What follows belongs to an exercise in optimizing a design on an open flow for small area and a short achievable clock period; a production flow would make more cautious choices.
At most, simulation tests tie the RTL to the original design; equivalence was not proved.
The RTL of run 3 was laid out without a check of its function.

[flow/flow/run.sh]
#!/bin/bash
# Standard ORFS layout, with buf_2 port buffers; timing repair aims for 9.5 ns of setup slack
# at the design's clock period, then power recovery downsizes cells off the critical paths.
set -euo pipefail
bash standard.sh "BUFFER_PORTS_ARGS=-buffer_cell sky130_fd_sc_hd__buf_2" "SETUP_SLACK_MARGIN=9.5" "RECOVER_POWER=100" finish > make_finish.log 2>&1
[flow/standard.sh]
#!/bin/bash
# synth_recipe.tcl (not shown) runs the flow's synth.tcl, then flattens the netlist and writes it again
# the make line also repeats each setting of config.mk as NAME=value (left out here)
make -C /OpenROAD-flow-scripts/flow DESIGN_CONFIG=/design/flow/config.mk WORK_HOME=/design/flow/orfs CLKGATE_MAP_FILE= SYNTH_SCRIPT=/design/flow/synth_recipe.tcl "${@:-finish}"
[flow/config.mk]
export PLATFORM = sky130hd
export DESIGN_NAME = MACRegister
export DESIGN_NICKNAME = MACRegister
export VERILOG_FILES = /design/flow/design.v
export SDC_FILE = /design/flow/constraint.sdc
export NUM_CORES = 4
export LEC_CHECK = 0
export CAP_MARGIN = 20
export CORE_MARGIN = 2
export CORE_UTILIZATION = 55
export PLACE_DENSITY = 0.75
export SETUP_SLACK_MARGIN = 1.0
export SLEW_MARGIN = 20
export SYNTH_HIERARCHICAL = 1
export SYNTH_MINIMUM_KEEP_SIZE = 0
[flow/constraint.sdc]
create_clock -name core_clock -period 19.0 [get_ports {clk}]
set_input_delay 3.8000 -clock core_clock [delete_from_list [all_inputs] [get_ports {clk}]]
set_output_delay 3.8000 -clock core_clock [all_outputs]
set_load 0.01 [all_outputs]
[flow/design.v]
`timescale 1ns / 1ps
module HalfAdder(
    input a,
    input b,
    output f,
    output carryOut
    );
    assign f = a ^ b;
    assign carryOut = a & b;
endmodule
module HalfAdderN(
    input an,
    input bn,
    output fn,
    output carryOutN
    );
    Xnor2 x(an, bn, fn);
    Or2 o(an, bn, carryOutN);
endmodule
module Xnor2(input a, input b, output y);
    assign y = ~(a ^ b);
endmodule
module Or2(input a, input b, output y);
    assign y = a | b;
endmodule
`timescale 1ns / 1ps
module FullAdder(
    input a,
    input b,
    input carryIn,
    output sum,
    output carryOut
    );
    assign sum = a ^ b ^ carryIn;
    assign carryOut = (a & b) | (a & carryIn) | (b & carryIn);
endmodule
`timescale 1ns / 1ps
module Inv(input a, output y);
    assign y = ~a;
endmodule
module Nand2(input a, input b, output y);
    assign y = ~(a & b);
endmodule
module Nor2(input a, input b, output y);
    assign y = ~(a | b);
endmodule
module Aoi21(input a, input b, input c, output y);
    assign y = ~((a & b) | c);
endmodule
module Oai21(input a, input b, input c, output y);
    assign y = ~((a | b) & c);
endmodule
module Xor2(input a, input b, output y);
    assign y = a ^ b;
endmodule
`timescale 1ns / 1ps
module MACRegister(
    input clk,
    input rst,
    input [1:0] opcode,
    input [15:0] a,
    input [15:0] b,
    output [31:0] dataOut
    );
    reg [31:0] register;
    assign dataOut = register;
    wire [31:0] rt = ~register;
    wire pp0_0 = ~(a[0] & b[0]), pp0_1 = ~(a[0] & b[1]), pp0_2 = ~(a[0] & b[2]), pp0_3 = ~(a[0] & b[3]), pp0_4 = ~(a[0] & b[4]), pp0_5 = ~(a[0] & b[5]), pp0_6 = ~(a[0] & b[6]), pp0_7 = ~(a[0] & b[7]), pp0_8 = ~(a[0] & b[8]), pp0_9 = ~(a[0] & b[9]), pp0_10 = ~(a[0] & b[10]), pp0_11 = ~(a[0] & b[11]), pp0_12 = ~(a[0] & b[12]), pp0_13 = ~(a[0] & b[13]), pp0_14 = ~(a[0] & b[14]), pp0_15 = ~(a[0] & b[15]);
    wire pp1_0 = ~(a[1] & b[0]), pp1_1 = ~(a[1] & b[1]), pp1_2 = ~(a[1] & b[2]), pp1_3 = ~(a[1] & b[3]), pp1_4 = ~(a[1] & b[4]), pp1_5 = ~(a[1] & b[5]), pp1_6 = ~(a[1] & b[6]), pp1_7 = ~(a[1] & b[7]), pp1_8 = ~(a[1] & b[8]), pp1_9 = ~(a[1] & b[9]), pp1_10 = ~(a[1] & b[10]), pp1_11 = ~(a[1] & b[11]), pp1_12 = ~(a[1] & b[12]), pp1_13 = ~(a[1] & b[13]), pp1_14 = ~(a[1] & b[14]), pp1_15 = ~(a[1] & b[15]);
    wire pp2_0 = ~(a[2] & b[0]), pp2_1 = ~(a[2] & b[1]), pp2_2 = ~(a[2] & b[2]), pp2_3 = ~(a[2] & b[3]), pp2_4 = ~(a[2] & b[4]), pp2_5 = ~(a[2] & b[5]), pp2_6 = ~(a[2] & b[6]), pp2_7 = ~(a[2] & b[7]), pp2_8 = ~(a[2] & b[8]), pp2_9 = ~(a[2] & b[9]), pp2_10 = ~(a[2] & b[10]), pp2_11 = ~(a[2] & b[11]), pp2_12 = ~(a[2] & b[12]), pp2_13 = ~(a[2] & b[13]), pp2_14 = ~(a[2] & b[14]), pp2_15 = ~(a[2] & b[15]);
    wire pp3_0 = ~(a[3] & b[0]), pp3_1 = ~(a[3] & b[1]), pp3_2 = ~(a[3] & b[2]), pp3_3 = ~(a[3] & b[3]), pp3_4 = ~(a[3] & b[4]), pp3_5 = ~(a[3] & b[5]), pp3_6 = ~(a[3] & b[6]), pp3_7 = ~(a[3] & b[7]), pp3_8 = ~(a[3] & b[8]), pp3_9 = ~(a[3] & b[9]), pp3_10 = ~(a[3] & b[10]), pp3_11 = ~(a[3] & b[11]), pp3_12 = ~(a[3] & b[12]), pp3_13 = ~(a[3] & b[13]), pp3_14 = ~(a[3] & b[14]), pp3_15 = ~(a[3] & b[15]);
    wire pp4_0 = ~(a[4] & b[0]), pp4_1 = ~(a[4] & b[1]), pp4_2 = ~(a[4] & b[2]), pp4_3 = ~(a[4] & b[3]), pp4_4 = ~(a[4] & b[4]), pp4_5 = ~(a[4] & b[5]), pp4_6 = ~(a[4] & b[6]), pp4_7 = ~(a[4] & b[7]), pp4_8 = ~(a[4] & b[8]), pp4_9 = ~(a[4] & b[9]), pp4_10 = ~(a[4] & b[10]), pp4_11 = ~(a[4] & b[11]), pp4_12 = ~(a[4] & b[12]), pp4_13 = ~(a[4] & b[13]), pp4_14 = ~(a[4] & b[14]), pp4_15 = ~(a[4] & b[15]);
    wire pp5_0 = ~(a[5] & b[0]), pp5_1 = ~(a[5] & b[1]), pp5_2 = ~(a[5] & b[2]), pp5_3 = ~(a[5] & b[3]), pp5_4 = ~(a[5] & b[4]), pp5_5 = ~(a[5] & b[5]), pp5_6 = ~(a[5] & b[6]), pp5_7 = ~(a[5] & b[7]), pp5_8 = ~(a[5] & b[8]), pp5_9 = ~(a[5] & b[9]), pp5_10 = ~(a[5] & b[10]), pp5_11 = ~(a[5] & b[11]), pp5_12 = ~(a[5] & b[12]), pp5_13 = ~(a[5] & b[13]), pp5_14 = ~(a[5] & b[14]), pp5_15 = ~(a[5] & b[15]);
    wire pp6_0 = ~(a[6] & b[0]), pp6_1 = ~(a[6] & b[1]), pp6_2 = ~(a[6] & b[2]), pp6_3 = ~(a[6] & b[3]), pp6_4 = ~(a[6] & b[4]), pp6_5 = ~(a[6] & b[5]), pp6_6 = ~(a[6] & b[6]), pp6_7 = ~(a[6] & b[7]), pp6_8 = ~(a[6] & b[8]), pp6_9 = ~(a[6] & b[9]), pp6_10 = ~(a[6] & b[10]), pp6_11 = ~(a[6] & b[11]), pp6_12 = ~(a[6] & b[12]), pp6_13 = ~(a[6] & b[13]), pp6_14 = ~(a[6] & b[14]), pp6_15 = ~(a[6] & b[15]);
    wire pp7_0 = ~(a[7] & b[0]), pp7_1 = ~(a[7] & b[1]), pp7_2 = ~(a[7] & b[2]), pp7_3 = ~(a[7] & b[3]), pp7_4 = ~(a[7] & b[4]), pp7_5 = ~(a[7] & b[5]), pp7_6 = ~(a[7] & b[6]), pp7_7 = ~(a[7] & b[7]), pp7_8 = ~(a[7] & b[8]), pp7_9 = ~(a[7] & b[9]), pp7_10 = ~(a[7] & b[10]), pp7_11 = ~(a[7] & b[11]), pp7_12 = ~(a[7] & b[12]), pp7_13 = ~(a[7] & b[13]), pp7_14 = ~(a[7] & b[14]), pp7_15 = ~(a[7] & b[15]);
    wire pp8_0 = ~(a[8] & b[0]), pp8_1 = ~(a[8] & b[1]), pp8_2 = ~(a[8] & b[2]), pp8_3 = ~(a[8] & b[3]), pp8_4 = ~(a[8] & b[4]), pp8_5 = ~(a[8] & b[5]), pp8_6 = ~(a[8] & b[6]), pp8_7 = ~(a[8] & b[7]), pp8_8 = ~(a[8] & b[8]), pp8_9 = ~(a[8] & b[9]), pp8_10 = ~(a[8] & b[10]), pp8_11 = ~(a[8] & b[11]), pp8_12 = ~(a[8] & b[12]), pp8_13 = ~(a[8] & b[13]), pp8_14 = ~(a[8] & b[14]), pp8_15 = ~(a[8] & b[15]);
    wire pp9_0 = ~(a[9] & b[0]), pp9_1 = ~(a[9] & b[1]), pp9_2 = ~(a[9] & b[2]), pp9_3 = ~(a[9] & b[3]), pp9_4 = ~(a[9] & b[4]), pp9_5 = ~(a[9] & b[5]), pp9_6 = ~(a[9] & b[6]), pp9_7 = ~(a[9] & b[7]), pp9_8 = ~(a[9] & b[8]), pp9_9 = ~(a[9] & b[9]), pp9_10 = ~(a[9] & b[10]), pp9_11 = ~(a[9] & b[11]), pp9_12 = ~(a[9] & b[12]), pp9_13 = ~(a[9] & b[13]), pp9_14 = ~(a[9] & b[14]), pp9_15 = ~(a[9] & b[15]);
    wire pp10_0 = ~(a[10] & b[0]), pp10_1 = ~(a[10] & b[1]), pp10_2 = ~(a[10] & b[2]), pp10_3 = ~(a[10] & b[3]), pp10_4 = ~(a[10] & b[4]), pp10_5 = ~(a[10] & b[5]), pp10_6 = ~(a[10] & b[6]), pp10_7 = ~(a[10] & b[7]), pp10_8 = ~(a[10] & b[8]), pp10_9 = ~(a[10] & b[9]), pp10_10 = ~(a[10] & b[10]), pp10_11 = ~(a[10] & b[11]), pp10_12 = ~(a[10] & b[12]), pp10_13 = ~(a[10] & b[13]), pp10_14 = ~(a[10] & b[14]), pp10_15 = ~(a[10] & b[15]);
    wire pp11_0 = ~(a[11] & b[0]), pp11_1 = ~(a[11] & b[1]), pp11_2 = ~(a[11] & b[2]), pp11_3 = ~(a[11] & b[3]), pp11_4 = ~(a[11] & b[4]), pp11_5 = ~(a[11] & b[5]), pp11_6 = ~(a[11] & b[6]), pp11_7 = ~(a[11] & b[7]), pp11_8 = ~(a[11] & b[8]), pp11_9 = ~(a[11] & b[9]), pp11_10 = ~(a[11] & b[10]), pp11_11 = ~(a[11] & b[11]), pp11_12 = ~(a[11] & b[12]), pp11_13 = ~(a[11] & b[13]), pp11_14 = ~(a[11] & b[14]), pp11_15 = ~(a[11] & b[15]);
    wire pp12_0 = ~(a[12] & b[0]), pp12_1 = ~(a[12] & b[1]), pp12_2 = ~(a[12] & b[2]), pp12_3 = ~(a[12] & b[3]), pp12_4 = ~(a[12] & b[4]), pp12_5 = ~(a[12] & b[5]), pp12_6 = ~(a[12] & b[6]), pp12_7 = ~(a[12] & b[7]), pp12_8 = ~(a[12] & b[8]), pp12_9 = ~(a[12] & b[9]), pp12_10 = ~(a[12] & b[10]), pp12_11 = ~(a[12] & b[11]), pp12_12 = ~(a[12] & b[12]), pp12_13 = ~(a[12] & b[13]), pp12_14 = ~(a[12] & b[14]), pp12_15 = ~(a[12] & b[15]);
    wire pp13_0 = ~(a[13] & b[0]), pp13_1 = ~(a[13] & b[1]), pp13_2 = ~(a[13] & b[2]), pp13_3 = ~(a[13] & b[3]), pp13_4 = ~(a[13] & b[4]), pp13_5 = ~(a[13] & b[5]), pp13_6 = ~(a[13] & b[6]), pp13_7 = ~(a[13] & b[7]), pp13_8 = ~(a[13] & b[8]), pp13_9 = ~(a[13] & b[9]), pp13_10 = ~(a[13] & b[10]), pp13_11 = ~(a[13] & b[11]), pp13_12 = ~(a[13] & b[12]), pp13_13 = ~(a[13] & b[13]), pp13_14 = ~(a[13] & b[14]), pp13_15 = ~(a[13] & b[15]);
    wire pp14_0 = ~(a[14] & b[0]), pp14_1 = ~(a[14] & b[1]), pp14_2 = ~(a[14] & b[2]), pp14_3 = ~(a[14] & b[3]), pp14_4 = ~(a[14] & b[4]), pp14_5 = ~(a[14] & b[5]), pp14_6 = ~(a[14] & b[6]), pp14_7 = ~(a[14] & b[7]), pp14_8 = ~(a[14] & b[8]), pp14_9 = ~(a[14] & b[9]), pp14_10 = ~(a[14] & b[10]), pp14_11 = ~(a[14] & b[11]), pp14_12 = ~(a[14] & b[12]), pp14_13 = ~(a[14] & b[13]), pp14_14 = ~(a[14] & b[14]), pp14_15 = ~(a[14] & b[15]);
    wire pp15_0 = ~(a[15] & b[0]), pp15_1 = ~(a[15] & b[1]), pp15_2 = ~(a[15] & b[2]), pp15_3 = ~(a[15] & b[3]), pp15_4 = ~(a[15] & b[4]), pp15_5 = ~(a[15] & b[5]), pp15_6 = ~(a[15] & b[6]), pp15_7 = ~(a[15] & b[7]), pp15_8 = ~(a[15] & b[8]), pp15_9 = ~(a[15] & b[9]), pp15_10 = ~(a[15] & b[10]), pp15_11 = ~(a[15] & b[11]), pp15_12 = ~(a[15] & b[12]), pp15_13 = ~(a[15] & b[13]), pp15_14 = ~(a[15] & b[14]), pp15_15 = ~(a[15] & b[15]);
    wire s1, c2, s3, c4, s5, c6, s7, c8, s9, c10, s11, c12, s13, c14, s15, c16;
    wire s17, c18, s19, c20, s21, c22, s23, c24, s25, c26, s27, c28, s29, c30, s31, c32;
    wire s33, c34, s35, c36, s37, c38, s39, c40, s41, c42, s43, c44, s45, c46, s47, c48;
    wire s49, c50, s51, c52, s53, c54, s55, c56, s57, c58, s59, c60, s61, c62, s63, c64;
    wire s65, c66, s67, c68, s69, c70, s71, c72, s73, c74, s75, c76, s77, c78, s79, c80;
    wire s81, c82, s83, c84, s85, c86, s87, c88, s89, c90, s91, c92, s93, c94, s95, c96;
    wire s97, c98, s99, c100, s101, c102, s103, c104, s105, c106, s107, c108, s109, c110, s111, c112;
    wire s113, c114, s115, c116, s117, c118, s119, c120, s121, c122, s123, c124, s125, c126, s127, c128;
    wire s129, c130, s131, c132, s133, c134, s135, c136, s137, c138, s139, c140, s141, c142, s143, c144;
    wire s145, c146, s147, c148, s149, c150, s151, c152, s153, c154, s155, c156, s157, c158, s159, c160;
    wire s161, c162, s163, c164, s165, c166, s167, c168, s169, c170, s171, c172, s173, c174, s175, c176;
    wire s177, c178, s179, c180, s181, c182, s183, c184, s185, c186, s187, c188, s189, c190, s191, c192;
    wire s193, c194, s195, c196, s197, c198, s199, c200, s201, c202, s203, c204, s205, c206, s207, c208;
    wire s209, c210, s211, c212, s213, c214, s215, c216, s217, c218, s219, c220, s221, c222, s223, c224;
    wire s225, c226, s227, c228, s229, c230, s231, c232, s233, c234, s235, c236, s237, c238, s239, c240;
    wire s241, c242, s243, c244, s245, c246, s247, c248, s249, c250, s251, c252, s253, c254, s255, c256;
    wire s257, c258, s259, c260, s261, c262, s263, c264, s265, c266, s267, c268, s269, c270, s271, c272;
    wire s273, c274, s275, c276, s277, c278, s279, c280, s281, c282, s283, c284, s285, c286, s287, c288;
    wire s289, c290, s291, c292, s293, c294, s295, c296, s297, c298, s299, c300, s301, c302, s303, c304;
    wire s305, c306, s307, c308, s309, c310, s311, c312, s313, c314, s315, c316, s317, c318, s319, c320;
    wire s321, c322, s323, c324, s325, c326, s327, c328, s329, c330, s331, c332, s333, c334, s335, c336;
    wire s337, c338, s339, c340, s341, c342, s343, c344, s345, c346, s347, c348, s349, c350, s351, c352;
    wire s353, c354, s355, c356, s357, c358, s359, c360, s361, c362, s363, c364, s365, c366, s367, c368;
    wire s369, c370, s371, c372, s373, c374, s375, c376, s377, c378, s379, c380, s381, c382, s383, c384;
    wire s385, c386, s387, c388, s389, c390, s391, c392, s393, c394, s395, c396, s397, c398, s399, c400;
    wire s401, c402, s403, c404, s405, c406, s407, c408, s409, c410, s411, c412, s413, c414, s415, c416;
    wire s417, c418, s419, c420, s421, c422, s423, c424, s425, c426, s427, c428, s429, c430, s431, c432;
    wire s433, c434, s435, c436, s437, c438, s439, c440, s441, c442, s443, c444, s445, c446, s447, c448;
    wire s449, c450, s451, c452, s453, c454, s455, c456, s457, c458, s459, c460, s461, c462, s463, c464;
    wire s465, c466, s467, c468, s469, c470, s471, c472, s473, c474, s475, c476, s477, c478, s479, c480;
    wire s481, c482, s483, c484, s485, c486, s487, c488, s489, c490, s491, c492;
    HalfAdderN ha0(rt[12], pp0_12, s1, c2);
    FullAdder fa0(rt[13], pp0_13, pp10_3, s3, c4);
    HalfAdderN ha1(pp11_2, pp12_1, s5, c6);
    FullAdder fa1(rt[14], pp0_14, pp10_4, s7, c8);
    FullAdder fa2(pp11_3, pp12_2, pp13_1, s9, c10);
    HalfAdderN ha2(pp14_0, pp1_13, s11, c12);
    FullAdder fa3(rt[15], pp0_15, pp10_5, s13, c14);
    FullAdder fa4(pp11_4, pp12_3, pp13_2, s15, c16);
    FullAdder fa5(pp14_1, pp15_0, pp1_14, s17, c18);
    HalfAdderN ha3(pp2_13, pp3_12, s19, c20);
    FullAdder fa6(rt[16], pp10_6, pp11_5, s21, c22);
    FullAdder fa7(pp12_4, pp13_3, pp14_2, s23, c24);
    FullAdder fa8(pp15_1, pp1_15, pp2_14, s25, c26);
    HalfAdderN ha4(pp3_13, pp4_12, s27, c28);
    FullAdder fa9(rt[17], pp10_7, pp11_6, s29, c30);
    FullAdder fa10(pp12_5, pp13_4, pp14_3, s31, c32);
    FullAdder fa11(pp15_2, pp2_15, pp3_14, s33, c34);
    FullAdder fa12(rt[18], pp10_8, pp11_7, s35, c36);
    FullAdder fa13(pp12_6, pp13_5, pp14_4, s37, c38);
    FullAdder fa14(rt[19], pp10_9, pp11_8, s39, c40);
    HalfAdderN ha5(rt[8], pp0_8, s41, c42);
    FullAdder fa15(rt[9], pp0_9, pp1_8, s43, c44);
    HalfAdderN ha6(pp2_7, pp3_6, s45, c46);
    FullAdder fa16(rt[10], pp0_10, pp10_0, s47, c48);
    FullAdder fa17(pp1_9, pp2_8, pp3_7, s49, c50);
    HalfAdderN ha7(pp4_6, pp5_5, s51, c52);
    FullAdder fa18(rt[11], pp0_11, pp10_1, s53, c54);
    FullAdder fa19(pp11_0, pp1_10, pp2_9, s55, c56);
    FullAdder fa20(pp3_8, pp4_7, pp5_6, s57, c58);
    HalfAdderN ha8(pp6_5, pp7_4, s59, c60);
    FullAdder fa21(pp10_2, pp11_1, pp12_0, s61, c62);
    FullAdder fa22(pp1_11, pp2_10, pp3_9, s63, c64);
    FullAdder fa23(pp4_8, pp5_7, pp6_6, s65, c66);
    FullAdder fa24(pp7_5, pp8_4, pp9_3, s67, c68);
    FullAdder fa25(pp13_0, pp1_12, pp2_11, s69, c70);
    FullAdder fa26(pp3_10, pp4_9, pp5_8, s71, c72);
    FullAdder fa27(pp6_7, pp7_6, pp8_5, s73, c74);
    FullAdder fa28(pp9_4, c2, s5, s75, c76);
    FullAdder fa29(pp2_12, pp3_11, pp4_10, s77, c78);
    FullAdder fa30(pp5_9, pp6_8, pp7_7, s79, c80);
    FullAdder fa31(pp8_6, pp9_5, c6, s81, c82);
    FullAdder fa32(s11, c4, s7, s83, c84);
    FullAdder fa33(pp4_11, pp5_10, pp6_9, s85, c86);
    FullAdder fa34(pp7_8, pp8_7, pp9_6, s87, c88);
    FullAdder fa35(c12, s19, c8, s89, c90);
    FullAdder fa36(c10, s13, s15, s91, c92);
    FullAdder fa37(pp5_11, pp6_10, pp7_9, s93, c94);
    FullAdder fa38(pp8_8, pp9_7, c20, s95, c96);
    FullAdder fa39(s27, c14, c16, s97, c98);
    FullAdder fa40(c18, s21, s23, s99, c100);
    FullAdder fa41(pp4_13, pp5_12, pp6_11, s101, c102);
    FullAdder fa42(pp7_10, pp8_9, pp9_8, s103, c104);
    FullAdder fa43(c28, c22, c24, s105, c106);
    FullAdder fa44(c26, s29, s31, s107, c108);
    FullAdder fa45(pp15_3, pp3_15, pp4_14, s109, c110);
    FullAdder fa46(pp5_13, pp6_12, pp7_11, s111, c112);
    FullAdder fa47(pp8_10, pp9_9, c30, s113, c114);
    FullAdder fa48(c32, c34, s35, s115, c116);
    FullAdder fa49(pp12_7, pp13_6, pp14_5, s117, c118);
    FullAdder fa50(pp15_4, pp4_15, pp5_14, s119, c120);
    FullAdder fa51(pp6_13, pp7_12, pp8_11, s121, c122);
    FullAdder fa52(pp9_10, c36, c38, s123, c124);
    FullAdder fa53(rt[20], pp10_10, pp11_9, s125, c126);
    FullAdder fa54(pp12_8, pp13_7, pp14_6, s127, c128);
    FullAdder fa55(pp15_5, pp5_15, pp6_14, s129, c130);
    FullAdder fa56(pp7_13, pp8_12, pp9_11, s131, c132);
    FullAdder fa57(rt[21], pp10_11, pp11_10, s133, c134);
    FullAdder fa58(pp12_9, pp13_8, pp14_7, s135, c136);
    FullAdder fa59(pp15_6, pp6_15, pp7_14, s137, c138);
    FullAdder fa60(rt[22], pp10_12, pp11_11, s139, c140);
    FullAdder fa61(pp12_10, pp13_9, pp14_8, s141, c142);
    FullAdder fa62(rt[23], pp10_13, pp11_12, s143, c144);
    HalfAdderN ha9(rt[5], pp0_5, s145, c146);
    FullAdder fa63(rt[6], pp0_6, pp1_5, s147, c148);
    HalfAdderN ha10(pp2_4, pp3_3, s149, c150);
    FullAdder fa64(rt[7], pp0_7, pp1_6, s151, c152);
    FullAdder fa65(pp2_5, pp3_4, pp4_3, s153, c154);
    HalfAdderN ha11(pp5_2, pp6_1, s155, c156);
    FullAdder fa66(pp1_7, pp2_6, pp3_5, s157, c158);
    FullAdder fa67(pp4_4, pp5_3, pp6_2, s159, c160);
    FullAdder fa68(pp7_1, pp8_0, s41, s161, c162);
    FullAdder fa69(pp4_5, pp5_4, pp6_3, s163, c164);
    FullAdder fa70(pp7_2, pp8_1, pp9_0, s165, c166);
    FullAdder fa71(c42, s45, s43, s167, c168);
    FullAdder fa72(pp6_4, pp7_3, pp8_2, s169, c170);
    FullAdder fa73(pp9_1, c46, s51, s171, c172);
    FullAdder fa74(c44, s47, s49, s173, c174);
    FullAdder fa75(pp8_3, pp9_2, c52, s175, c176);
    FullAdder fa76(s59, c48, c50, s177, c178);
    FullAdder fa77(s53, s55, s57, s179, c180);
    FullAdder fa78(c60, s1, c54, s181, c182);
    FullAdder fa79(c56, c58, s61, s183, c184);
    FullAdder fa80(s63, s65, s67, s185, c186);
    FullAdder fa81(c62, c64, c66, s187, c188);
    FullAdder fa82(c68, s3, s69, s189, c190);
    FullAdder fa83(s71, s73, s75, s191, c192);
    FullAdder fa84(c70, c72, c74, s193, c194);
    FullAdder fa85(s77, s79, s9, s195, c196);
    FullAdder fa86(c76, s81, s83, s197, c198);
    FullAdder fa87(c78, c80, s17, s199, c200);
    FullAdder fa88(s85, s87, c82, s201, c202);
    FullAdder fa89(c84, s89, s91, s203, c204);
    FullAdder fa90(c86, c88, s25, s205, c206);
    FullAdder fa91(s93, s95, c90, s207, c208);
    FullAdder fa92(s97, c92, s99, s209, c210);
    FullAdder fa93(c94, s101, s103, s211, c212);
    FullAdder fa94(s33, c96, c98, s213, c214);
    FullAdder fa95(s105, c100, s107, s215, c216);
    FullAdder fa96(c102, c104, s109, s217, c218);
    FullAdder fa97(s111, s37, c106, s219, c220);
    FullAdder fa98(s113, c108, s115, s221, c222);
    FullAdder fa99(c110, c112, s39, s223, c224);
    FullAdder fa100(s117, s119, s121, s225, c226);
    FullAdder fa101(c114, s123, c116, s227, c228);
    FullAdder fa102(c40, c118, c120, s229, c230);
    FullAdder fa103(c122, s125, s127, s231, c232);
    FullAdder fa104(s129, s131, c124, s233, c234);
    FullAdder fa105(pp8_13, pp9_12, c126, s235, c236);
    FullAdder fa106(c128, c130, c132, s237, c238);
    FullAdder fa107(s133, s135, s137, s239, c240);
    FullAdder fa108(pp15_7, pp7_15, pp8_14, s241, c242);
    FullAdder fa109(pp9_13, c134, c136, s243, c244);
    FullAdder fa110(c138, s139, s141, s245, c246);
    FullAdder fa111(pp12_11, pp13_10, pp14_9, s247, c248);
    FullAdder fa112(pp15_8, pp8_15, pp9_14, s249, c250);
    FullAdder fa113(c140, c142, s143, s251, c252);
    FullAdder fa114(rt[24], pp10_14, pp11_13, s253, c254);
    FullAdder fa115(pp12_12, pp13_11, pp14_10, s255, c256);
    FullAdder fa116(pp15_9, pp9_15, c144, s257, c258);
    FullAdder fa117(rt[25], pp10_15, pp11_14, s259, c260);
    FullAdder fa118(pp12_13, pp13_12, pp14_11, s261, c262);
    FullAdder fa119(rt[26], pp11_15, pp12_14, s263, c264);
    HalfAdderN ha12(rt[3], pp0_3, s265, c266);
    FullAdder fa120(rt[4], pp0_4, pp1_3, s267, c268);
    HalfAdderN ha13(pp2_2, pp3_1, s269, c270);
    FullAdder fa121(pp1_4, pp2_3, pp3_2, s271, c272);
    FullAdder fa122(pp4_1, pp5_0, s145, s273, c274);
    FullAdder fa123(pp4_2, pp5_1, pp6_0, s275, c276);
    FullAdder fa124(c146, s149, s147, s277, c278);
    FullAdder fa125(pp7_0, c150, s155, s279, c280);
    FullAdder fa126(c148, s151, s153, s281, c282);
    FullAdder fa127(c156, c152, c154, s283, c284);
    FullAdder fa128(s157, s159, s161, s285, c286);
    FullAdder fa129(c158, c160, s163, s287, c288);
    FullAdder fa130(s165, c162, s167, s289, c290);
    FullAdder fa131(c164, c166, s169, s291, c292);
    FullAdder fa132(s171, c168, s173, s293, c294);
    FullAdder fa133(c170, c172, s175, s295, c296);
    FullAdder fa134(c174, s177, s179, s297, c298);
    FullAdder fa135(c176, c178, s181, s299, c300);
    FullAdder fa136(c180, s183, s185, s301, c302);
    FullAdder fa137(c182, c184, c186, s303, c304);
    FullAdder fa138(s187, s189, s191, s305, c306);
    FullAdder fa139(c188, c190, s193, s307, c308);
    FullAdder fa140(s195, c192, s197, s309, c310);
    FullAdder fa141(c194, c196, s199, s311, c312);
    FullAdder fa142(s201, c198, s203, s313, c314);
    FullAdder fa143(c200, s205, c202, s315, c316);
    FullAdder fa144(s207, c204, s209, s317, c318);
    FullAdder fa145(c206, s211, c208, s319, c320);
    FullAdder fa146(s213, c210, s215, s321, c322);
    FullAdder fa147(c212, s217, c214, s323, c324);
    FullAdder fa148(s219, c216, s221, s325, c326);
    FullAdder fa149(c218, s223, s225, s327, c328);
    FullAdder fa150(c220, c222, s227, s329, c330);
    FullAdder fa151(c224, s229, c226, s331, c332);
    FullAdder fa152(s231, s233, c228, s333, c334);
    FullAdder fa153(s235, c230, c232, s335, c336);
    FullAdder fa154(s237, s239, c234, s337, c338);
    FullAdder fa155(s241, c236, s243, s339, c340);
    FullAdder fa156(c238, c240, s245, s341, c342);
    FullAdder fa157(c242, s247, s249, s343, c344);
    FullAdder fa158(c244, c246, s251, s345, c346);
    FullAdder fa159(c248, c250, s253, s347, c348);
    FullAdder fa160(s255, s257, c252, s349, c350);
    FullAdder fa161(pp15_10, c254, c256, s351, c352);
    FullAdder fa162(s259, s261, c258, s353, c354);
    FullAdder fa163(pp13_13, pp14_12, pp15_11, s355, c356);
    FullAdder fa164(c260, c262, s263, s357, c358);
    FullAdder fa165(rt[27], pp12_15, pp13_14, s359, c360);
    FullAdder fa166(pp14_13, pp15_12, c264, s361, c362);
    FullAdder fa167(rt[28], pp13_15, pp14_14, s363, c364);
    HalfAdderN ha14(rt[2], pp0_2, s365, c366);
    FullAdder fa168(pp1_2, pp2_1, pp3_0, s367, c368);
    FullAdder fa169(pp4_0, c266, s269, s369, c370);
    FullAdder fa170(c270, c268, s271, s371, c372);
    FullAdder fa171(c272, s275, c274, s373, c374);
    FullAdder fa172(c276, s279, c278, s375, c376);
    FullAdder fa173(c280, c282, s283, s377, c378);
    FullAdder fa174(c284, s287, c286, s379, c380);
    FullAdder fa175(c288, s291, c290, s381, c382);
    FullAdder fa176(c292, s295, c294, s383, c384);
    FullAdder fa177(c296, s299, c298, s385, c386);
    FullAdder fa178(c300, c302, s303, s387, c388);
    FullAdder fa179(c304, s307, c306, s389, c390);
    FullAdder fa180(c308, s311, c310, s391, c392);
    FullAdder fa181(c312, s315, c314, s393, c394);
    FullAdder fa182(c316, s319, c318, s395, c396);
    FullAdder fa183(c320, s323, c322, s397, c398);
    FullAdder fa184(s327, c324, c326, s399, c400);
    FullAdder fa185(c328, s331, c330, s401, c402);
    FullAdder fa186(s335, c332, s337, s403, c404);
    FullAdder fa187(c336, s339, s341, s405, c406);
    FullAdder fa188(s343, c340, c342, s407, c408);
    FullAdder fa189(c344, s347, c346, s409, c410);
    FullAdder fa190(s351, c348, s353, s411, c412);
    FullAdder fa191(s355, c352, s357, s413, c414);
    FullAdder fa192(c356, s359, s361, s415, c416);
    FullAdder fa193(pp15_13, c360, s363, s417, c418);
    FullAdder fa194(rt[29], pp14_15, pp15_14, s419, c420);
    HalfAdderN ha15(rt[1], pp0_1, s421, c422);
    FullAdder fa195(pp1_1, pp2_0, s365, s423, c424);
    FullAdder fa196(c366, s265, s367, s425, c426);
    FullAdder fa197(c368, s267, s369, s427, c428);
    FullAdder fa198(c370, s273, s371, s429, c430);
    FullAdder fa199(c372, s277, s373, s431, c432);
    FullAdder fa200(s281, c374, s375, s433, c434);
    FullAdder fa201(c376, s285, s377, s435, c436);
    FullAdder fa202(c378, s289, s379, s437, c438);
    FullAdder fa203(s293, c380, s381, s439, c440);
    FullAdder fa204(s297, c382, s383, s441, c442);
    FullAdder fa205(s301, c384, s385, s443, c444);
    FullAdder fa206(s305, c386, s387, s445, c446);
    FullAdder fa207(c388, s309, s389, s447, c448);
    FullAdder fa208(s313, c390, s391, s449, c450);
    FullAdder fa209(s317, c392, s393, s451, c452);
    FullAdder fa210(s321, c394, s395, s453, c454);
    FullAdder fa211(s325, c396, s397, s455, c456);
    FullAdder fa212(s329, c398, s399, s457, c458);
    FullAdder fa213(s333, c400, s401, s459, c460);
    FullAdder fa214(c334, s403, c402, s461, c462);
    FullAdder fa215(c338, s405, c404, s463, c464);
    FullAdder fa216(s345, c406, s407, s465, c466);
    FullAdder fa217(s349, c408, s409, s467, c468);
    FullAdder fa218(c350, s411, c410, s469, c470);
    FullAdder fa219(c354, s413, c412, s471, c472);
    FullAdder fa220(c358, c414, s415, s473, c474);
    FullAdder fa221(c362, s417, c416, s475, c476);
    FullAdder fa222(c364, s419, c418, s477, c478);
    FullAdder fa223(rt[30], pp15_15, c420, s479, c480);
    HalfAdderN ha16(rt[0], pp0_0, s481, c482);
    FullAdder fa224(pp1_0, c482, s421, s483, c484);
    FullAdder fa225(c422, c484, s423, s485, c486);
    FullAdder fa226(c424, s425, c486, s487, c488);
    FullAdder fa227(c426, s427, c488, s489, c490);
    FullAdder fa228(c428, s429, c490, s491, c492);
    wire [31:0] x = {c480, c478, c476, c474, c472, c470, c468, c466, c464, c462, c460, c458, c456, c454, c452, c450, c448, c446, c444, c442, c440, c438, c436, c434, c432, c430, s491, s489, s487, s485, s483, s481};
    wire [31:0] y = {rt[31], s479, s477, s475, s473, s471, s469, s467, s465, s463, s461, s459, s457, s455, s453, s451, s449, s447, s445, s443, s441, s439, s437, s435, s433, s431, 1'b1, 1'b1, 1'b1, 1'b1, 1'b1, 1'b1};
    wire [31:0] st;
    assign st[5:0] = x[5:0];
    assign st[31:6] = x[31:6] + y[31:6] + c492;
    always @ (posedge clk) begin
        if (rst)
            register <= 32'd0;
        else case (opcode)
            2'd1:  
                register <= {a, b};
            2'd2:  
                register <= ~st;
        endcase
    end
endmodule
==> impl_metrics.json, run 1 <==
{
  "largest_register_ffs": 32,
  "design.die.area_um2": 17460,
  "hold_viol": 0,
  "drive_above_1_share_pct": 4.597,
  "worstSetupPathType": "input pin to flip-flop",
  "muxShareOfSynthArea_pct": 0.5542,
  "design.portCount": 68,
  "largest_register": "register",
  "fp.dieW_um": 132.1,
  "finalMaxSlewViolations": 103,
  "min_delay_worst_endpoint": "register[27]",
  "post_synth_fa_ha_maj_area_fraction_pct": 54.67,
  "h-tree-depth": 2,
  "critical_path.endpoint_type": "flip-flop",
  "syn-num-nets": 1283,
  "cts_tree": "done",
  "final_common_cell": "sky130_fd_sc_hd__nand2_1",
  "ys_warns": 7,
  "grt_max_degree": 53,
  "avgViaCountPerCell": 6.187,
  "timing.critical_path.cells": "clkbuf_1 -> nand2_1 -> or2_0 -> fa_1 -> fa_1 -> fa_1 -> fa_1 -> fa_1 -> fa_1 -> fa_1 -> a21o_1 -> a221o_1 -> a211oi_1 -> o21ai_0 -> xor2_1 -> a211o_1 -> a21oi_1",
  "syn-instance-count": 991,
  "critical_path_data_required_time_ps": 19220,
  "complex_gate_fraction_of_the_synthesized_area_pct": 10.93,
  "deepest_clock_path_buffer_count": 2,
  "num-fill-cells": 1418,
  "highest_fanout_seen_on_the_critical_path": 17,
  "fin_util_pct": 58.94,
  "max_slew.worst_pin.slew_ps": 1751,
  "yosys_register_bits": 32,
  "post-route-drc-count": 0,
  "ys_async_sr_fraction_pct": 0,
  "worst_setup_hold_path_clk_slew_ps": 70,
  "biggestRegsByFlops": "register x32",
  "crit-reg2reg-capture": "register[26]",
  "period_minus_slack_ps": 9579,
  "so_faults": "capacitance limit, slew limit",
  "timing.final.setup_violations": 0,
  "layout.nets": 1270,
  "synth-seq-area-share_pct": 7.093,
  "slew-limit-headroom_pct": -16.73,
  "min_from": "register[27]",
  "firstDrtPassIters": 5,
  "place_hpwl_um": 19370,
  "grt_antenna_before_repair": 0,
  "timing.critical_path.arrival_ps": 9800,
  "run_status": "finished with violations",
  "synth_enable_flop_cells": 0,
  "drtIter0Drc": 577,
  "worstSkewPairLatency_ps": 290,
  "clock_tree.root_cell": "sky130_fd_sc_hd__clkbuf_16",
  "postSynthAreaPerCell_um2": 9.113,
  "totalNegativeSetupSlack_ps": 0,
  "synth-simple-area-share_pct": 18.30,
  "die_h_um": 132.1,
  "antenna_left": 0,
  "worstSetupStartpointType": "input pin",
  "critical_path.slowest_cell": "sky130_fd_sc_hd__clkbuf_1",
  "initial_core_util_pct": 56.65,
  "syn-cell-area_um2": 9031,
  "totalWireLength_um": 25560,
  "ctsHoldBuffers": 0,
  "maximum_clock_frequency_mhz": 104.4,
  "final_min_period_over_clock_period_pct": 50.41,
  "gp_congestion": 0.9676,
  "finClkSkew_ps": 11.13,
  "dominant_combinational_cell_family_by_area_after_synthesis": "adder cells",
  "final_cell_mix": "284 x sky130_fd_sc_hd__nand2_1, 231 x sky130_fd_sc_hd__fa_1, 45 x sky130_fd_sc_hd__nor2_1",
  "overflow_after_grt": 0,
  "netlist.top_cell.by_area": "sky130_fd_sc_hd__fa_1",
  "cell_depth_of_the_worst_flop_to_flop_path": 16,
  "synthDominantCellAreaShare_pct": 51.21,
  "cts-resized-gates": 0,
  "place.port_buffers": 67,
  "rr_startpoint": "register[0]",
  "synth_area_leaders": "sky130_fd_sc_hd__fa_1 51%, sky130_fd_sc_hd__nand2_1 12%, sky130_fd_sc_hd__dfxtp_1 7.1%, sky130_fd_sc_hd__ha_1 3.5%, sky130_fd_sc_hd__clkbuf_1 3.4%",
  "min_path_cells": 2,
  "drt-wirelength-per-cell_um": 21.39,
  "area_delta_synth_final_pct": 4.045,
  "crit_path_max_incr_delay_ps": 710,
  "grt_util_all_layers_pct": 31.21,
  "placement_rows": 46,
  "cts_made_buffers": 5,
  "grt_pass1_vias": 7817,
  "class_of_the_worst_hold_path": "flip-flop to flip-flop",
  "grt_pass1_wl_um": 42450,
  "timing.critical_path.mode_cell": "sky130_fd_sc_hd__fa_1",
  "synth.distinct_cells": 63,
  "core_area_um2": 15940,
  "antenna_cells": 0,
  "reg2reg_slack_ps": 13400,
  "grt_setup_unrepaired": "false",
  "synth_xor_xnor_area_share_pct": 3.006,
  "synth_flop_cell": "sky130_fd_sc_hd__dfxtp_1",
  "cts.sink_count": 32,
  "drv_cap": 2,
  "dr_total_vias": 7394,
  "post-cts-setup-buffers": 0
}
==> critical path, delay by kind of cell <==
kind | cells | cell delay, ps
fa+ha+maj | 7 | 2890
compound gates | 6 | 1720
buf+inv | 1 | 710
simple gates | 2 | 470
xor+xnor | 1 | 200
==> per-module statistics from Yosys (local to each module, per instance), excerpt <==
| module | area, um2 | cells inside | flip-flops and latches | copies in the design |
|---|---|---|---|---|
| FullAdder | 20.02 | 1 | 0 | 229 |
| MACRegister | 4192 | 728 | 32 | 1 |
| Or2 | 6.256 | 1 | 0 | 17 |
| Xnor2 | 8.758 | 1 | 0 | 17 |
==> cell usage after synthesis, types with 2 or more instances <==
master                     count
sky130_fd_sc_hd__a211oi_1     22
sky130_fd_sc_hd__a21o_1       10
sky130_fd_sc_hd__a311oi_1      5
sky130_fd_sc_hd__a31o_2        2
sky130_fd_sc_hd__dfxtp_1      32
sky130_fd_sc_hd__o21ai_0      18
sky130_fd_sc_hd__nand3_1      10
sky130_fd_sc_hd__nor4b_1       2
sky130_fd_sc_hd__a211o_1       5
sky130_fd_sc_hd__xnor2_1      25
sky130_fd_sc_hd__a31oi_1       5
sky130_fd_sc_hd__mux2i_1       5
sky130_fd_sc_hd__nand4_1       3
sky130_fd_sc_hd__nor3_1        6
sky130_fd_sc_hd__inv_1        42
sky130_fd_sc_hd__ha_1         25
sky130_fd_sc_hd__fa_1        231
sky130_fd_sc_hd__o21a_1        2
sky130_fd_sc_hd__o21ai_1       2
sky130_fd_sc_hd__or3_1         4
sky130_fd_sc_hd__a211oi_2      2
sky130_fd_sc_hd__o211ai_1      9
sky130_fd_sc_hd__buf_1         3
sky130_fd_sc_hd__nor2_1       45
sky130_fd_sc_hd__or2_1        17
sky130_fd_sc_hd__xor2_1        6
sky130_fd_sc_hd__and2_1        6
sky130_fd_sc_hd__buf_2         3
sky130_fd_sc_hd__clkbuf_1     81
sky130_fd_sc_hd__a21oi_1      36
sky130_fd_sc_hd__a32o_1        2
sky130_fd_sc_hd__nand2b_1      2
sky130_fd_sc_hd__a221oi_1      3
sky130_fd_sc_hd__nand2_1     284
sky130_fd_sc_hd__and4_1        2
sky130_fd_sc_hd__and3_1        4
sky130_fd_sc_hd__nor2b_1       4
==> worst max-delay path by stage <==
stage / start / end / depth (start not counted)
2_1_floorplan: b[0] / register[16] / 18
3_3_place_gp: a[0] / register[16] / 17
3_5_place_dp: a[0] / register[16] / 17
4_1_cts: b[0] / register[20] / 17
5_1_grt: b[0] / register[30] / 17
6_report: b[0] / register[26] / 17
==> layer usage <==
metal,part of all wire (%),global-route usage [%],routed length [um]
met1,39,42.49,10090
met2,50,51.79,12700
met3,8.4,5.921,2155
met4,2.4,8.273,609
met5,0,0,0
==> through the flow <==
stage	setup slack (ps)	area (um2)	hold slack, ps	cells
after floorplan	9982	9031	482.5	991
after global placement	9816	9309	468.8	1187
after detailed placement	9743	9309	475.4	1187
after CTS	10050	9473	483.4	1195
after global routing	9191	9397	537.2	1195
final	9421	9397	496.8	1195
==> final cells by class <==
cell class / count / area (um2) / area share (%)
multi-input cells: 829 / 7866 / 83.72
flip-flops and latches: 32 / 640.6 / 6.818
repair buffers: 67 / 294.0 / 3.129
well taps: 216 / 270.3 / 2.876
inverters: 43 / 161.4 / 1.718
clock buffers: 6 / 128.9 / 1.372
clock inverters: 2 / 35.03 / 0.3728
==> cells by family after synthesis <==
logic type | after synthesis
fa+ha+maj | 256
mux | 5
xor+xnor | 31
simple gates | 396
compound gates | 141
buf+inv | 130
flops | 32
==> run 2: changes to the inputs <==
==> flow/flow/run.sh (replaced) <==
#!/bin/bash
# Standard ORFS layout, with buf_2 port buffers, and timing repair aiming for 10 ns of
# setup slack at the design's clock period (i.e. a tighter internal target).
set -euo pipefail
bash standard.sh "BUFFER_PORTS_ARGS=-buffer_cell sky130_fd_sc_hd__buf_2" "SETUP_SLACK_MARGIN=10" finish > make_finish.log 2>&1
--- a/flow/config.mk
+++ b/flow/config.mk
@@ -8,6 +8,5 @@
 export CAP_MARGIN = 20
 export CORE_MARGIN = 2
-export CORE_UTILIZATION = 55
-export PLACE_DENSITY = 0.75
+export CORE_UTILIZATION = 40
 export SETUP_SLACK_MARGIN = 1.0
 export SLEW_MARGIN = 20
==> run 2 against run 1 <==
Net effect: the run now finishes clean; synthesized cell count stayed put; fmax grew 8.8%; flip-flop and latch count did not move; critical path type unchanged.
==> impl_metrics.json, run 2 <==
{
  "run_status": "complete, no violations",
  "period_minus_slack_ps": 8801,
  "initial_core_util_pct": 41.00,
  "drive_above_1_share_pct": 9.184,
  "post-cts-setup-buffers": 0,
  "deepest_clock_path_buffer_count": 2,
  "place_hpwl_um": 20110,
  "drt-wirelength-per-cell_um": 21.19,
  "worstSetupStartpointType": "input pin",
  "drtIter0Drc": 524,
  "yosys_register_bits": 32,
  "totalNegativeSetupSlack_ps": 0,
  "timing.critical_path.mode_cell": "sky130_fd_sc_hd__fa_1",
  "post-route-drc-count": 0,
  "hold_slack_ps": 492.0,
  "min_delay_worst_endpoint": "register[24]",
  "area_delta_synth_final_pct": 7.135,
  "overflow_after_grt": 0,
  "synth.distinct_cells": 63,
  "cell_depth_of_the_worst_flop_to_flop_path": 16,
  "fp.dieW_um": 154.3,
  "crit-reg2reg-capture": "register[26]",
  "slew-limit-headroom_pct": 32.45,
  "place.port_buffers": 67,
  "antenna_left": 0,
  "worstSkewPairLatency_ps": 290,
  "class_of_the_worst_hold_path": "flip-flop to flip-flop",
  "cts.sink_count": 32,
  "rr_startpoint": "register[0]",
  "critical_path.endpoint_type": "flip-flop",
  "worst_setup_hold_path_clk_slew_ps": 60,
  "ys_warns": 7,
  "hold_viol": 0,
  "grt_max_degree": 53,
  "final_cell_mix": "284 x sky130_fd_sc_hd__nand2_1, 230 x sky130_fd_sc_hd__fa_1, 46 x sky130_fd_sc_hd__buf_2",
  "layout.nets": 1271,
  "worstSetupPathType": "input pin to flip-flop",
  "fin_util_pct": 43.93,
  "cts_tree": "done",
  "maximum_clock_frequency_mhz": 113.6,
  "dr_total_vias": 7227,
  "firstDrtPassIters": 5,
  "avgViaCountPerCell": 5.736,
  "drv_cap": 0,
  "timing.critical_path.cells": "buf_2 -> nand2_1 -> fa_1 -> fa_1 -> fa_1 -> fa_1 -> fa_1 -> fa_1 -> ha_1 -> or3_1 -> a31o_2 -> a31oi_4 -> o21bai_2 -> or3_1 -> a32o_1",
  "min_path_cells": 2,
  "ys_async_sr_fraction_pct": 0,
  "synth-seq-area-share_pct": 7.093,
  "min_from": "register[24]",
  "h-tree-depth": 2,
  "timing.critical_path.arrival_ps": 8990,
  "num-fill-cells": 2178,
  "placement_rows": 54,
  "cts_made_buffers": 5,
  "grt_setup_unrepaired": "false",
  "biggestRegsByFlops": "register x32",
  "die_h_um": 154.3,
  "synthDominantCellAreaShare_pct": 51.21,
  "largest_register_ffs": 32,
  "ctsHoldBuffers": 0,
  "gp_congestion": 0.8620,
  "finalMaxSlewViolations": 0,
  "final_min_period_over_clock_period_pct": 46.32,
  "clock_tree.root_cell": "sky130_fd_sc_hd__clkbuf_16",
  "grt_pass1_wl_um": 43440,
  "reg2reg_slack_ps": 13640,
  "design.die.area_um2": 23800,
  "design.portCount": 68,
  "synth_area_leaders": "sky130_fd_sc_hd__fa_1 51%, sky130_fd_sc_hd__nand2_1 12%, sky130_fd_sc_hd__dfxtp_1 7.1%, sky130_fd_sc_hd__ha_1 3.5%, sky130_fd_sc_hd__clkbuf_1 3.4%",
  "critical_path_data_required_time_ps": 19190,
  "yosys.cell_count.top_type": "sky130_fd_sc_hd__nand2_1",
  "largest_register": "register",
  "grt_pass1_vias": 7767,
  "syn-cell-area_um2": 9031,
  "synth_enable_flop_cells": 0,
  "core_area_um2": 22030,
  "finClkSkew_ps": 8.704,
  "timing.final.setup_violations": 0,
  "highest_fanout_seen_on_the_critical_path": 17,
  "totalWireLength_um": 26700,
  "antenna_cells": 0,
  "critical_path.slowest_cell": "sky130_fd_sc_hd__fa_1",
  "syn-num-nets": 1283,
  "ys_top_cells_by_count": "284 x sky130_fd_sc_hd__nand2_1, 231 x sky130_fd_sc_hd__fa_1, 81 x sky130_fd_sc_hd__clkbuf_1",
  "postSynthAreaPerCell_um2": 9.113,
  "grt_util_all_layers_pct": 23.54,
  "synth_flop_cell": "sky130_fd_sc_hd__dfxtp_1",
  "crit_path_max_incr_delay_ps": 530,
  "syn-instance-count": 991,
  "grt_antenna_before_repair": 0,
  "max_slew.worst_pin.slew_ps": 1013,
  "netlist.top_cell.by_area": "sky130_fd_sc_hd__fa_1",
  "final_common_cell": "sky130_fd_sc_hd__nand2_1"
}
-- run 2: cell counts after synthesis --
No cell type changed its count.
-- run 2: worst max-delay path by stage --
| stage | start | depth (start not counted) | end |
|---|---|---|---|
| 2_1_floorplan | a[12] | 18 | register[31] |
| 3_3_place_gp | a[1] | 16 | register[22] |
| 3_5_place_dp | a[0] | 17 | register[24] |
| 4_1_cts | a[3] | 16 | register[24] |
| 5_1_grt | b[5] | 16 | register[31] |
| 6_report | b[13] | 15 | register[23] |
-- run 2: through the flow --
| step | worst slack [ps] | cell area (um2) | cells |
|---|---|---|---|
| after floorplan | 10010 | 9034 | 991 |
| after global placement | 9785 | 9397 | 1252 |
| after detailed placement | 9573 | 9397 | 1252 |
| after CTS | 10000 | 9573 | 1260 |
| after global routing | 10020 | 9676 | 1260 |
| final | 10200 | 9676 | 1260 |
-- run 2: logic make-up (layout without fill, tap and decap cells) --
family	count (synthesis)	after routing	share of synthesized area, %
flops	32	32	7.093
fa+ha+maj	256	256	54.67
buf+inv	130	119	5.445
xor+xnor	31	31	3.006
mux	5	5	0.5542
simple gates	396	396	18.30
compound gates	141	141	10.93
-- run 2: metal layers --
| metal | vias up | GRT usage [%] | wire length, um |
|---|---|---|---|
| met5 | - | 0 | 0 |
| met4 | 0 | 6.129 | 546 |
| met3 | 40 | 2.998 | 1426 |
| met2 | 255 | 39.48 | 13270 |
| met1 | 3778 | 32.59 | 11460 |
| li1 | 3154 | - | - |
-- run 2: per-module statistics from Yosys, one instance, submodules excluded, excerpt --
| module | area (um2) | times used | cells |
|---|---|---|---|
| FullAdder | 20.02 | 229 | 1 |
| Or2 | 6.256 | 17 | 1 |
| MACRegister | 4192 | 1 | 728 |
| Xnor2 | 8.758 | 17 | 1 |
-- run 2: worst max-delay path: cells and delay by family --
family / cells / cell delay, ps
fa+ha+maj: 7 / 3040
simple gates: 3 / 890
compound gates: 4 / 850
buf+inv: 1 / 410
-- run 2: repair_timing --
item,4_1_cts,5_1_grt
pin swaps,0,1
gates resized for setup,5,31
setup endpoints to repair,5,12
-- run 2: final cells by class --
type	instances	area, um2	area share, %
tap	280	350.3	3.621
multi-input combinational	829	7945	82.12
clock inverter	2	35.03	0.3621
sequential	32	640.6	6.621
timing repair buffer	68	414.1	4.280
clock buffer	6	128.9	1.332
inverter	43	161.4	1.668
==> run 3: changes to the inputs <==
--- a/flow/design.v
+++ b/flow/design.v
@@ -361,7 +361,93 @@
     wire [31:0] x = {c480, c478, c476, c474, c472, c470, c468, c466, c464, c462, c460, c458, c456, c454, c452, c450, c448, c446, c444, c442, c440, c438, c436, c434, c432, c430, s491, s489, s487, s485, s483, s481};
     wire [31:0] y = {rt[31], s479, s477, s475, s473, s471, s469, s467, s465, s463, s461, s459, s457, s455, s453, s451, s449, s447, s445, s443, s441, s439, s437, s435, s433, s431, 1'b1, 1'b1, 1'b1, 1'b1, 1'b1, 1'b1};
+    wire [31:6] gn, tn, p;
+    Nand2 u_g6(x[6], y[6], gn[6]);
+    Nor2 u_t6(x[6], y[6], tn[6]);
+    Xor2 u_p6(x[6], y[6], p[6]);
+    Nand2 u_g7(x[7], y[7], gn[7]);
+    Nor2 u_t7(x[7], y[7], tn[7]);
+    Xor2 u_p7(x[7], y[7], p[7]);
+    Nand2 u_g8(x[8], y[8], gn[8]);
+    Nor2 u_t8(x[8], y[8], tn[8]);
+    Xor2 u_p8(x[8], y[8], p[8]);
+    Nand2 u_g9(x[9], y[9], gn[9]);
+    Nor2 u_t9(x[9], y[9], tn[9]);
+    Xor2 u_p9(x[9], y[9], p[9]);
+    Nand2 u_g10(x[10], y[10], gn[10]);
+    Nor2 u_t10(x[10], y[10], tn[10]);
+    Xor2 u_p10(x[10], y[10], p[10]);
+    Nand2 u_g11(x[11], y[11], gn[11]);
+    Nor2 u_t11(x[11], y[11], tn[11]);
+    Xor2 u_p11(x[11], y[11], p[11]);
+    Nand2 u_g12(x[12], y[12], gn[12]);
+    Nor2 u_t12(x[12], y[12], tn[12]);
+    Xor2 u_p12(x[12], y[12], p[12]);
+    Nand2 u_g13(x[13], y[13], gn[13]);
+    Nor2 u_t13(x[13], y[13], tn[13]);
+    Xor2 u_p13(x[13], y[13], p[13]);
+    Nand2 u_g14(x[14], y[14], gn[14]);
+    Nor2 u_t14(x[14], y[14], tn[14]);
+    Xor2 u_p14(x[14], y[14], p[14]);
+    Nand2 u_g15(x[15], y[15], gn[15]);
+    Nor2 u_t15(x[15], y[15], tn[15]);
+    Xor2 u_p15(x[15], y[15], p[15]);
+    Nand2 u_g16(x[16], y[16], gn[16]);
+    Nor2 u_t16(x[16], y[16], tn[16]);
+    Xor2 u_p16(x[16], y[16], p[16]);
+    Nand2 u_g17(x[17], y[17], gn[17]);
+    Nor2 u_t17(x[17], y[17], tn[17]);
+    Xor2 u_p17(x[17], y[17], p[17]);
+    Nand2 u_g18(x[18], y[18], gn[18]);
+    Nor2 u_t18(x[18], y[18], tn[18]);
+    Xor2 u_p18(x[18], y[18], p[18]);
+    Nand2 u_g19(x[19], y[19], gn[19]);
+    Nor2 u_t19(x[19], y[19], tn[19]);
+    Xor2 u_p19(x[19], y[19], p[19]);
+    Nand2 u_g20(x[20], y[20], gn[20]);
+    Nor2 u_t20(x[20], y[20], tn[20]);
+    Xor2 u_p20(x[20], y[20], p[20]);
+    Nand2 u_g21(x[21], y[21], gn[21]);
+    Nor2 u_t21(x[21], y[21], tn[21]);
+    Xor2 u_p21(x[21], y[21], p[21]);
+    Nand2 u_g22(x[22], y[22], gn[22]);
+    Nor2 u_t22(x[22], y[22], tn[22]);
+    Xor2 u_p22(x[22], y[22], p[22]);
+    Nand2 u_g23(x[23], y[23], gn[23]);
+    Nor2 u_t23(x[23], y[23], tn[23]);
+    Xor2 u_p23(x[23], y[23], p[23]);
+    Nand2 u_g24(x[24], y[24], gn[24]);
+    Nor2 u_t24(x[24], y[24], tn[24]);
+    Xor2 u_p24(x[24], y[24], p[24]);
+    Nand2 u_g25(x[25], y[25], gn[25]);
+    Nor2 u_t25(x[25], y[25], tn[25]);
+    Xor2 u_p25(x[25], y[25], p[25]);
+    Nand2 u_g26(x[26], y[26], gn[26]);
+    Nor2 u_t26(x[26], y[26], tn[26]);
+    Xor2 u_p26(x[26], y[26], p[26]);
+    Nand2 u_g27(x[27], y[27], gn[27]);
+    Nor2 u_t27(x[27], y[27], tn[27]);
+    Xor2 u_p27(x[27], y[27], p[27]);
+    Nand2 u_g28(x[28], y[28], gn[28]);
+    Nor2 u_t28(x[28], y[28], tn[28]);
+    Xor2 u_p28(x[28], y[28], p[28]);
+    Nand2 u_g29(x[29], y[29], gn[29]);
+    Nor2 u_t29(x[29], y[29], tn[29]);
+    Xor2 u_p29(x[29], y[29], p[29]);
+    Nand2 u_g30(x[30], y[30], gn[30]);
+    Nor2 u_t30(x[30], y[30], tn[30]);
+    Xor2 u_p30(x[30], y[30], p[30]);
+    Nand2 u_g31(x[31], y[31], gn[31]);
+    Nor2 u_t31(x[31], y[31], tn[31]);
+    Xor2 u_p31(x[31], y[31], p[31]);
+    wire [31:6] g = ~gn, t = ~tn;
+    wire [32:6] c;   
+    assign c[6] = c492;
+    genvar k;
+    generate for (k = 6; k < 32; k = k + 1) begin : carries
+        assign c[k + 1] = g[k] | (t[k] & c[k]);
+    end endgenerate
     wire [31:0] st;
     assign st[5:0] = x[5:0];
-    assign st[31:6] = x[31:6] + y[31:6] + c492;
+    assign st[31:6] = p ^ c[31:6];
     always @ (posedge clk) begin
         if (rst)
==> flow/flow/run.sh (replaced) <==
#!/bin/bash
# Standard ORFS layout, with the port buffers made of buf_2 cells instead of the default choice.
set -euo pipefail
bash standard.sh "BUFFER_PORTS_ARGS=-buffer_cell sky130_fd_sc_hd__buf_2" finish > make_finish.log 2>&1
==> run 3 against run 2 <==
Net effect: still clean; utilization shrank 0.82 points; hold slack improved by 29 ps; sequential share of layout area up 0.23 points; via count decreased by 5.3%; global-route usage down 0.42 points; clock-buffer cell count unchanged; clock skew up 6.3 ps; first-iteration DRC count is 2.9% lower.
==> impl_metrics.json, run 3 <==
{
  "grt_util_all_layers_pct": 23.12,
  "storage_element_area_um2": 640.6,
  "deepest_clock_path_buffer_count": 2,
  "h-tree-depth": 2,
  "final_cell_mix": "296 x sky130_fd_sc_hd__nand2_1, 229 x sky130_fd_sc_hd__fa_1, 67 x sky130_fd_sc_hd__buf_2",
  "synth-seq-area-share_pct": 7.304,
  "fp.dieW_um": 152.1,
  "dr_total_vias": 6842,
  "synth_enable_flop_cells": 0,
  "grt_max_degree": 57,
  "slew-limit-headroom_pct": 33.75,
  "ys_top_cells_by_count": "296 x sky130_fd_sc_hd__nand2_1, 229 x sky130_fd_sc_hd__fa_1, 75 x sky130_fd_sc_hd__clkbuf_1",
  "final_min_period_over_clock_period_pct": 47.99,
  "place_hpwl_um": 19750,
  "die_h_um": 152.1,
  "postSynthAreaPerCell_um2": 8.996,
  "post-cts-setup-buffers": 0,
  "yosys.cell_count.top_type": "sky130_fd_sc_hd__nand2_1",
  "totalNegativeSetupSlack_ps": 0,
  "finClkSkew_ps": 15.04,
  "non_filler_cells_in_the_finished_layout": 1254,
  "timing.final.setup_violations": 0,
  "area_of_combinational_cells_with_multiple_inputs_um2": 7664,
  "hold_viol": 0,
  "antenna_left": 0,
  "cts_tree": "done",
  "largest_register": "register",
  "grt_antenna_before_repair": 0,
  "timing.critical_path.mode_cell": "sky130_fd_sc_hd__fa_1",
  "design.portCount": 68,
  "totalWireLength_um": 25870,
  "yosys_register_bits": 32,
  "layout.nets": 1239,
  "grt_pass1_vias": 7286,
  "biggestRegsByFlops": "register x32",
  "cts-resized-gates": 0,
  "antenna_cells": 0,
  "drtIter0Drc": 509,
  "ys_warns": 7,
  "worstSkewPairLatency_ps": 300,
  "worstSetupStartpointType": "input pin",
  "synth_area_leaders": "sky130_fd_sc_hd__fa_1 52%, sky130_fd_sc_hd__nand2_1 13%, sky130_fd_sc_hd__dfxtp_1 7.3%, sky130_fd_sc_hd__xor2_1 3.5%, sky130_fd_sc_hd__clkbuf_1 3.2%",
  "gp_congestion": 0.8693,
  "drive_above_1_share_pct": 9.240,
  "final_common_cell": "sky130_fd_sc_hd__nand2_1",
  "critical_path_data_required_time_ps": 19220,
  "syn-cell-area_um2": 8771,
  "max_slew.worst_pin.slew_ps": 990.1,
  "post-route-drc-count": 0,
  "maximum_clock_frequency_mhz": 109.7,
  "timing.critical_path.arrival_ps": 9340,
  "period_minus_slack_ps": 9118,
  "critical_path.slowest_cell": "sky130_fd_sc_hd__nor4_1",
  "final_area_um2": 9349,
  "avgViaCountPerCell": 5.456,
  "grt_setup_unrepaired": "false",
  "area_delta_synth_final_pct": 6.591,
  "clock_tree.root_cell": "sky130_fd_sc_hd__clkbuf_16",
  "number_of_buffers_and_inverters_on_the_critical_path": 1,
  "finalMaxSlewViolations": 0,
  "netlist.top_cell.by_area": "sky130_fd_sc_hd__fa_1",
  "largest_register_ffs": 32,
  "placement_rows": 54,
  "ys_async_sr_fraction_pct": 0,
  "place.detailed.instances": 1246,
  "synthDominantCellAreaShare_pct": 52.27,
  "critical-path-top-delay-family": "adder cells",
  "run_status": "complete, no violations",
  "overflow_after_grt": 0,
  "grt_pass1_wl_um": 41510,
  "crit_path_max_incr_delay_ps": 610,
  "worst_setup_hold_path_clk_slew_ps": 60,
  "postPlaceCellArea_um2": 9185,
  "timing.critical_path.cells": "buf_2 -> nand2_1 -> fa_1 -> fa_1 -> fa_1 -> fa_1 -> fa_1 -> fa_1 -> nor2_1 -> o21a_1 -> o21ai_0 -> nor4_1 -> o311ai_2 -> a21o_1 -> a311o_1 -> a21oi_1",
  "highest_fanout_seen_on_the_critical_path": 17,
  "design.die.area_um2": 23130,
  "worstSetupPathType": "input pin to flip-flop",
  "cts.sink_count": 32,
  "firstDrtPassIters": 5,
  "core_area_um2": 21690,
  "synth_flop_cell": "sky130_fd_sc_hd__dfxtp_1",
  "class_of_the_worst_hold_path": "flip-flop to flip-flop",
  "ctsHoldBuffers": 0,
  "drt-wirelength-per-cell_um": 20.63,
  "num-fill-cells": 2147,
  "syn-instance-count": 975,
  "initial_core_util_pct": 40.44,
  "critical_path.endpoint_type": "flip-flop",
  "place.port_buffers": 67,
  "cts_made_buffers": 5,
  "synth.distinct_cells": 50,
  "drv_cap": 0,
  "syn-num-nets": 1241
}
run 3: cell count changes in the layout (fill, tap and decap cells not counted), sizes merged, moves of 5 or more:
| cell | change |
|---|---|
| xor2 | +29 |
| ha | -24 |
| buf | +16 |
| clkbuf | -14 |
| nand2 | +12 |
| nor2 | +11 |
| a211oi | -10 |
| a21oi | -9 |
| o211ai | -6 |
| o21a | +6 |
| nand3 | -5 |
run 3: layout make-up:
| type | count | share of cell area (%) |
|---|---|---|
| Multi-Input combinational cell | 818 | 81.97 |
| Sequential cell | 32 | 6.852 |
| Timing Repair Buffer | 70 | 3.828 |
| Tap cell | 280 | 3.747 |
| Inverter | 46 | 1.847 |
| Clock buffer | 6 | 1.378 |
| Clock inverter | 2 | 0.3747 |
run 3: path summary, 6_finish.rpt:
kind	from	endpoint	slack [ps]	cells past startpoint
worst max-delay path	b[6]	register[21]	9880	16
worst min-delay path	register[3]	register[3]	520	2
worst max register to register	register[16]	register[21]	13340	15
worst min register to register	register[3]	register[3]	520	2
run 3: cell families (layout without fill, tap and decap cells):
group                    after synthesis  after routing  synth area share [%]
XOR/XNOR                              63             63                 6.291
AO/OA/AOI/OAI                        115            115                 9.030
flip-flops                            32             32                 7.304
AND/OR/NAND/NOR                      401            401                 18.59
multiplexers                           9              9                 1.027
buffers and inverters                125            124                 5.350
adder cells (fa/ha/maj)              230            230                 52.41
run 3: worst min-delay path, stage by stage (launching register included):
cell	delay [ps]
sky130_fd_sc_hd__dfxtp_1	300
sky130_fd_sc_hd__inv_1	90
sky130_fd_sc_hd__a211oi_1	80
run 3: per-stage QoR:
stage	util (%)	setup WS (ps)	hold slack, ps
floorplan	-	10050	497.8
global placement	42.35	9681	494.9
detailed placement	42.35	9620	508.6
CTS	43.11	9899	524.8
global route	43.11	9597	544.8
finish	43.11	9882	521.2
run 3: Yosys stat by module (local to each module, per instance), excerpt:
| module | cells | copies in the design | area [um2] |
|---|---|---|---|
| Nand2 | 1 | 25 | 3.754 |
| Xnor2 | 1 | 17 | 8.758 |
| MACRegister | 636 | 1 | 3516 |
| FullAdder | 1 | 229 | 20.02 |
| Xor2 | 1 | 26 | 8.758 |
| Or2 | 1 | 17 | 6.256 |
| Nor2 | 1 | 25 | 3.754 |
run 3: metal layers:
metal	part of all wire, %	vias to the layer above	wire length (um)	global-route usage [%]
met1	43	3539	11180	32.31
met3	5.4	41	1390	2.767
li1	-	3025	-	-
met4	2.9	0	746	7.388
met5	0	-	0	0
met2	49	237	12550	37.86

static timing again, ports no longer ideal:
In the flow no input, the clock included, has a driving cell. The finished layouts below were timed again as built, in two steps.
Step 1, drivers: a clkbuf_16 drives clk and a buf_2 each remaining input, both assumed.
Step 2, shift: input delay + t, output delay - t, t = (earliest + latest rising clock arrival at the registers) / 2. This alone moves slack from input paths to output paths.
Slacks: ideal / step 1 / step 2; pairs: ideal / step 1.
run	t (ns)	setup slack, ns	worst hold slack (ns)	worst slew at a driven data input, ns	cell pins on the clock port's net
run 1	0.326	9.421 / 9.428 / 9.103	0.497 / 0.497 / 0.497	0.03	1
run 2	0.323	10.199 / 10.212 / 9.890	0.492 / 0.492 / 0.492	0.04	1
run 3	0.331	9.882 / 9.897 / 9.567	0.521 / 0.521 / 0.521	0.05	1
The setup slack of run 1, which loses most, moves by +0.007 ns with the drivers and by -0.318 ns with both steps.
